From an optimization exercise on the open Yosys and OpenROAD flow, aimed at small area, a short achievable clock period and few clock cycles; shortcuts taken in it are not production practice.
Only simulation tests tie the RTL to the original design; equivalence was not proved.
No activity file was given, so power comes from the tool's default toggle rates.

==> flow/design.v <==
module cordic (
    input  wire        clk,
    input  wire        rst_n,
    input  wire        start,
    input  wire [15:0] x_in,
    input  wire [15:0] y_in,
    input  wire [15:0] z_in,
    output reg         done,
    output wire [15:0] x_out,
    output wire [15:0] y_out,
    output wire [15:0] z_out
);
    reg [15:0] x, y, z;
    reg        busy;
    reg [3:0]  ia, ib;
    wire [3:0] i_x = ia;
    wire [3:0] i_y = ~ib;
    wire [3:0] i_z = ia;
    function [15:0] add16;
        input [15:0] a, b;
        input ci;
        reg [15:0] p, g, pp, gg;
        begin
            p = a ^ b;
            g = a & b;
            gg = g; pp = p;
            gg[0] = g[0] | (p[0] & ci);
            gg[15] = gg[15] | (pp[15] & gg[14]); pp[15] = pp[15] & pp[14];
            gg[13] = gg[13] | (pp[13] & gg[12]); pp[13] = pp[13] & pp[12];
            gg[11] = gg[11] | (pp[11] & gg[10]); pp[11] = pp[11] & pp[10];
            gg[9] = gg[9] | (pp[9] & gg[8]); pp[9] = pp[9] & pp[8];
            gg[7] = gg[7] | (pp[7] & gg[6]); pp[7] = pp[7] & pp[6];
            gg[5] = gg[5] | (pp[5] & gg[4]); pp[5] = pp[5] & pp[4];
            gg[3] = gg[3] | (pp[3] & gg[2]); pp[3] = pp[3] & pp[2];
            gg[1] = gg[1] | (pp[1] & gg[0]); pp[1] = pp[1] & pp[0];
            gg[15] = gg[15] | (pp[15] & gg[13]); pp[15] = pp[15] & pp[13];
            gg[11] = gg[11] | (pp[11] & gg[9]); pp[11] = pp[11] & pp[9];
            gg[7] = gg[7] | (pp[7] & gg[5]); pp[7] = pp[7] & pp[5];
            gg[3] = gg[3] | (pp[3] & gg[1]); pp[3] = pp[3] & pp[1];
            gg[15] = gg[15] | (pp[15] & gg[11]); pp[15] = pp[15] & pp[11];
            gg[7] = gg[7] | (pp[7] & gg[3]); pp[7] = pp[7] & pp[3];
            gg[15] = gg[15] | (pp[15] & gg[7]); pp[15] = pp[15] & pp[7];
            gg[11] = gg[11] | (pp[11] & gg[7]); pp[11] = pp[11] & pp[7];
            gg[13] = gg[13] | (pp[13] & gg[11]); pp[13] = pp[13] & pp[11];
            gg[9] = gg[9] | (pp[9] & gg[7]); pp[9] = pp[9] & pp[7];
            gg[5] = gg[5] | (pp[5] & gg[3]); pp[5] = pp[5] & pp[3];
            gg[14] = gg[14] | (pp[14] & gg[13]); pp[14] = pp[14] & pp[13];
            gg[12] = gg[12] | (pp[12] & gg[11]); pp[12] = pp[12] & pp[11];
            gg[10] = gg[10] | (pp[10] & gg[9]); pp[10] = pp[10] & pp[9];
            gg[8] = gg[8] | (pp[8] & gg[7]); pp[8] = pp[8] & pp[7];
            gg[6] = gg[6] | (pp[6] & gg[5]); pp[6] = pp[6] & pp[5];
            gg[4] = gg[4] | (pp[4] & gg[3]); pp[4] = pp[4] & pp[3];
            gg[2] = gg[2] | (pp[2] & gg[1]); pp[2] = pp[2] & pp[1];
            add16 = p ^ {gg[14:0], ci};
        end
    endfunction
    function [15:0] zadd;
        input [3:0] i;
        input neg;
        begin
            case ({neg, i})
                {1'b0, 4'd0}: zadd = 16'he000;   
                {1'b1, 4'd0}: zadd = 16'h2000;   
                {1'b0, 4'd1}: zadd = 16'hed1c;   
                {1'b1, 4'd1}: zadd = 16'h12e4;   
                {1'b0, 4'd2}: zadd = 16'hf605;   
                {1'b1, 4'd2}: zadd = 16'h09fb;   
                {1'b0, 4'd3}: zadd = 16'hfaef;   
                {1'b1, 4'd3}: zadd = 16'h0511;   
                {1'b0, 4'd4}: zadd = 16'hfd75;   
                {1'b1, 4'd4}: zadd = 16'h028b;   
                {1'b0, 4'd5}: zadd = 16'hfeba;   
                {1'b1, 4'd5}: zadd = 16'h0146;   
                {1'b0, 4'd6}: zadd = 16'hff5d;   
                {1'b1, 4'd6}: zadd = 16'h00a3;   
                {1'b0, 4'd7}: zadd = 16'hffaf;   
                {1'b1, 4'd7}: zadd = 16'h0051;   
                {1'b0, 4'd8}: zadd = 16'hffd7;   
                {1'b1, 4'd8}: zadd = 16'h0029;   
                {1'b0, 4'd9}: zadd = 16'hffec;   
                {1'b1, 4'd9}: zadd = 16'h0014;   
                {1'b0, 4'd10}: zadd = 16'hfff6;   
                {1'b1, 4'd10}: zadd = 16'h000a;   
                {1'b0, 4'd11}: zadd = 16'hfffb;   
                {1'b1, 4'd11}: zadd = 16'h0005;   
                default: zadd = 16'h0000;
            endcase
        end
    endfunction
    function signed [15:0] shr;
        input signed [15:0] v;
        input [3:0] s;
        begin
            shr = v >>> s;
        end
    endfunction
    wire        neg = z[15];
    wire [15:0] xs  = shr(x, i_x);
    wire [15:0] ys  = shr(y, i_y);
    wire [15:0] xn  = add16(x, neg ? ys : ~ys, ~neg);
    wire [15:0] yn  = add16(y, neg ? ~xs : xs, neg);
    wire [15:0] zn  = add16(z, zadd(i_z, neg), 1'b0);
    always @(posedge clk) begin
        if (start) begin
            x <= x_in;
            y <= y_in;
            z <= z_in;
        end else begin
            x <= xn;
            y <= yn;
            z <= zn;
        end
    end
    always @(posedge clk) begin
        if (start) begin
            ia <= 4'd0;
            ib <= 4'd15;
        end else begin
            ia <= ia + 4'd1;
            ib <= ib - 4'd1;
        end
    end
    wire last = ia == 4'd11;
    always @(posedge clk or negedge rst_n) begin
        if (!rst_n) begin
            busy <= 1'b0;
            done <= 1'b0;
        end else begin
            done <= busy && last;
            if (start)     busy <= 1'b1;
            else if (last) busy <= 1'b0;
        end
    end
    assign x_out = x;
    assign y_out = y;
    assign z_out = z;
endmodule
clock: 10.0 ns
lec_check: 0
cap_margin: 20
core_margin: 2
core_utilization: 40
cts_buf_list: sky130_fd_sc_hd__clkbuf_4 sky130_fd_sc_hd__clkbuf_8
cts_cluster_diameter: 100
cts_cluster_size: 30
slew_margin: 20
standard.sh (not shown) runs the stock make flow with config.mk's settings and CLKGATE_MAP_FILE= SYNTH_SCRIPT=/design/flow/synth_recipe.tcl, a recipe that flattens the netlist after the stock synthesis.
==> flow/flow/run.sh <==
#!/bin/bash
# The standard layout with these changes:
# - synthesis is the standard script, with ABC's mapping script replaced by
#   flow/abc_map.script and without the step that maps adders to full- and
#   half-adder cells, so ABC maps the adders' logic itself (the registers are
#   mapped before ABC runs and are the standard synthesis's);
# - the port buffers are made from the smallest buffer cell;
# - timing repair aims at a setup slack of 6.5 ns.
set -euo pipefail
here=$(pwd)
{
  head -n 1 synth_recipe.tcl
  echo "proc abc {args} { set i [lsearch \$args -script]; lset args [expr {\$i + 1}] $here/flow/abc_map.script; yosys abc {*}\$args }"
  tail -n +2 synth_recipe.tcl
} > flow_synth.tcl
export BUFFER_PORTS_ARGS="-buffer_cell sky130_fd_sc_hd__buf_1"
bash standard.sh SYNTH_SCRIPT="$here/flow_synth.tcl" ADDER_MAP_FILE= SETUP_SLACK_MARGIN=6.5 finish > standard.log 2>&1
==> flow/flow/abc_map.script <==
strash
dch
map -a
topo
buffer -c
upsize -c
dnsize -c
Testbench counts at the start, summed over its fixed seeds: cycles 12,488.
Edit:
--- a/flow/design.v
+++ b/flow/design.v
@@ -10,14 +10,12 @@
     output wire [15:0] y_out,
     output wire [15:0] z_out
 );
     reg [15:0] x, y, z;
     reg        busy;
-    reg [3:0]  ia, ib;
-    wire [3:0] i_x = ia;
-    wire [3:0] i_y = ~ib;
-    wire [3:0] i_z = ia;
+    reg [3:0]  it;            
+    wire [3:0] i_x = it, i_y = it, i_z = it;
     function [15:0] add16;
         input [15:0] a, b;
         input ci;
         reg [15:0] p, g, pp, gg;
         begin
@@ -32,27 +30,33 @@
             gg[7] = gg[7] | (pp[7] & gg[6]); pp[7] = pp[7] & pp[6];
             gg[5] = gg[5] | (pp[5] & gg[4]); pp[5] = pp[5] & pp[4];
             gg[3] = gg[3] | (pp[3] & gg[2]); pp[3] = pp[3] & pp[2];
             gg[1] = gg[1] | (pp[1] & gg[0]); pp[1] = pp[1] & pp[0];
             gg[15] = gg[15] | (pp[15] & gg[13]); pp[15] = pp[15] & pp[13];
+            gg[14] = gg[14] | (pp[14] & gg[13]); pp[14] = pp[14] & pp[13];
             gg[11] = gg[11] | (pp[11] & gg[9]); pp[11] = pp[11] & pp[9];
+            gg[10] = gg[10] | (pp[10] & gg[9]); pp[10] = pp[10] & pp[9];
             gg[7] = gg[7] | (pp[7] & gg[5]); pp[7] = pp[7] & pp[5];
+            gg[6] = gg[6] | (pp[6] & gg[5]); pp[6] = pp[6] & pp[5];
             gg[3] = gg[3] | (pp[3] & gg[1]); pp[3] = pp[3] & pp[1];
+            gg[2] = gg[2] | (pp[2] & gg[1]); pp[2] = pp[2] & pp[1];
             gg[15] = gg[15] | (pp[15] & gg[11]); pp[15] = pp[15] & pp[11];
+            gg[14] = gg[14] | (pp[14] & gg[11]); pp[14] = pp[14] & pp[11];
+            gg[13] = gg[13] | (pp[13] & gg[11]); pp[13] = pp[13] & pp[11];
+            gg[12] = gg[12] | (pp[12] & gg[11]); pp[12] = pp[12] & pp[11];
             gg[7] = gg[7] | (pp[7] & gg[3]); pp[7] = pp[7] & pp[3];
+            gg[6] = gg[6] | (pp[6] & gg[3]); pp[6] = pp[6] & pp[3];
+            gg[5] = gg[5] | (pp[5] & gg[3]); pp[5] = pp[5] & pp[3];
+            gg[4] = gg[4] | (pp[4] & gg[3]); pp[4] = pp[4] & pp[3];
             gg[15] = gg[15] | (pp[15] & gg[7]); pp[15] = pp[15] & pp[7];
+            gg[14] = gg[14] | (pp[14] & gg[7]); pp[14] = pp[14] & pp[7];
+            gg[13] = gg[13] | (pp[13] & gg[7]); pp[13] = pp[13] & pp[7];
+            gg[12] = gg[12] | (pp[12] & gg[7]); pp[12] = pp[12] & pp[7];
             gg[11] = gg[11] | (pp[11] & gg[7]); pp[11] = pp[11] & pp[7];
-            gg[13] = gg[13] | (pp[13] & gg[11]); pp[13] = pp[13] & pp[11];
+            gg[10] = gg[10] | (pp[10] & gg[7]); pp[10] = pp[10] & pp[7];
             gg[9] = gg[9] | (pp[9] & gg[7]); pp[9] = pp[9] & pp[7];
-            gg[5] = gg[5] | (pp[5] & gg[3]); pp[5] = pp[5] & pp[3];
-            gg[14] = gg[14] | (pp[14] & gg[13]); pp[14] = pp[14] & pp[13];
-            gg[12] = gg[12] | (pp[12] & gg[11]); pp[12] = pp[12] & pp[11];
-            gg[10] = gg[10] | (pp[10] & gg[9]); pp[10] = pp[10] & pp[9];
             gg[8] = gg[8] | (pp[8] & gg[7]); pp[8] = pp[8] & pp[7];
-            gg[6] = gg[6] | (pp[6] & gg[5]); pp[6] = pp[6] & pp[5];
-            gg[4] = gg[4] | (pp[4] & gg[3]); pp[4] = pp[4] & pp[3];
-            gg[2] = gg[2] | (pp[2] & gg[1]); pp[2] = pp[2] & pp[1];
             add16 = p ^ {gg[14:0], ci};
         end
     endfunction
     function [15:0] zadd;
         input [3:0] i;
@@ -110,19 +114,14 @@
             y <= yn;
             z <= zn;
         end
     end
     always @(posedge clk) begin
-        if (start) begin
-            ia <= 4'd0;
-            ib <= 4'd15;
-        end else begin
-            ia <= ia + 4'd1;
-            ib <= ib - 4'd1;
-        end
+        if (start) it <= 4'd0;
+        else       it <= it + 4'd1;
     end
-    wire last = ia == 4'd11;
+    wire last = it == 4'd11;
     always @(posedge clk or negedge rst_n) begin
         if (!rst_n) begin
             busy <= 1'b0;
             done <= 1'b0;
         end else begin
Result: Power goes down by 4.9%; synthesized area goes up by 6.3%; maximum frequency goes up by 5.8%; synthesized cell count goes up by 3.1%; cell area goes down by 9.4%; setup slack is better by 0.19 ns; combinational power is about the same; sequential cell count goes down by 4; wire length goes down by 13%; non-clock buffer count goes down by 60.
Testbench counts after the change, summed over its fixed seeds: cycles 12,488.

==> static timing again, ports no longer ideal <==
Ports are ideal in the flow. The routed layouts listed here were re-timed in OpenROAD. Step 1: set_driving_cell puts a clkbuf_16 on clk and a buf_2 on each other input, an assumption about the parent block. Step 2 also shifts input and output timing later by t, the mid clock arrival at the registers, as if the neighbouring blocks saw the same clock. Three values: no drivers, after step 1, after step 2; two values: the first two.
| run | t (ns) | slack for setup (ns) | worst data-port slew with drivers (ns) |
|---|---|---|---|
| the first run | 0.400 | 6.560 / 6.560 / 6.372 | 0.04 |
| the second run | 0.371 | 6.749 / 6.749 / 6.518 | 0.03 |
After both steps setup and hold are still met in every run listed. The setup slack of the second run, which loses most, moves by 0.000 ns with the drivers and by -0.231 ns with both steps.
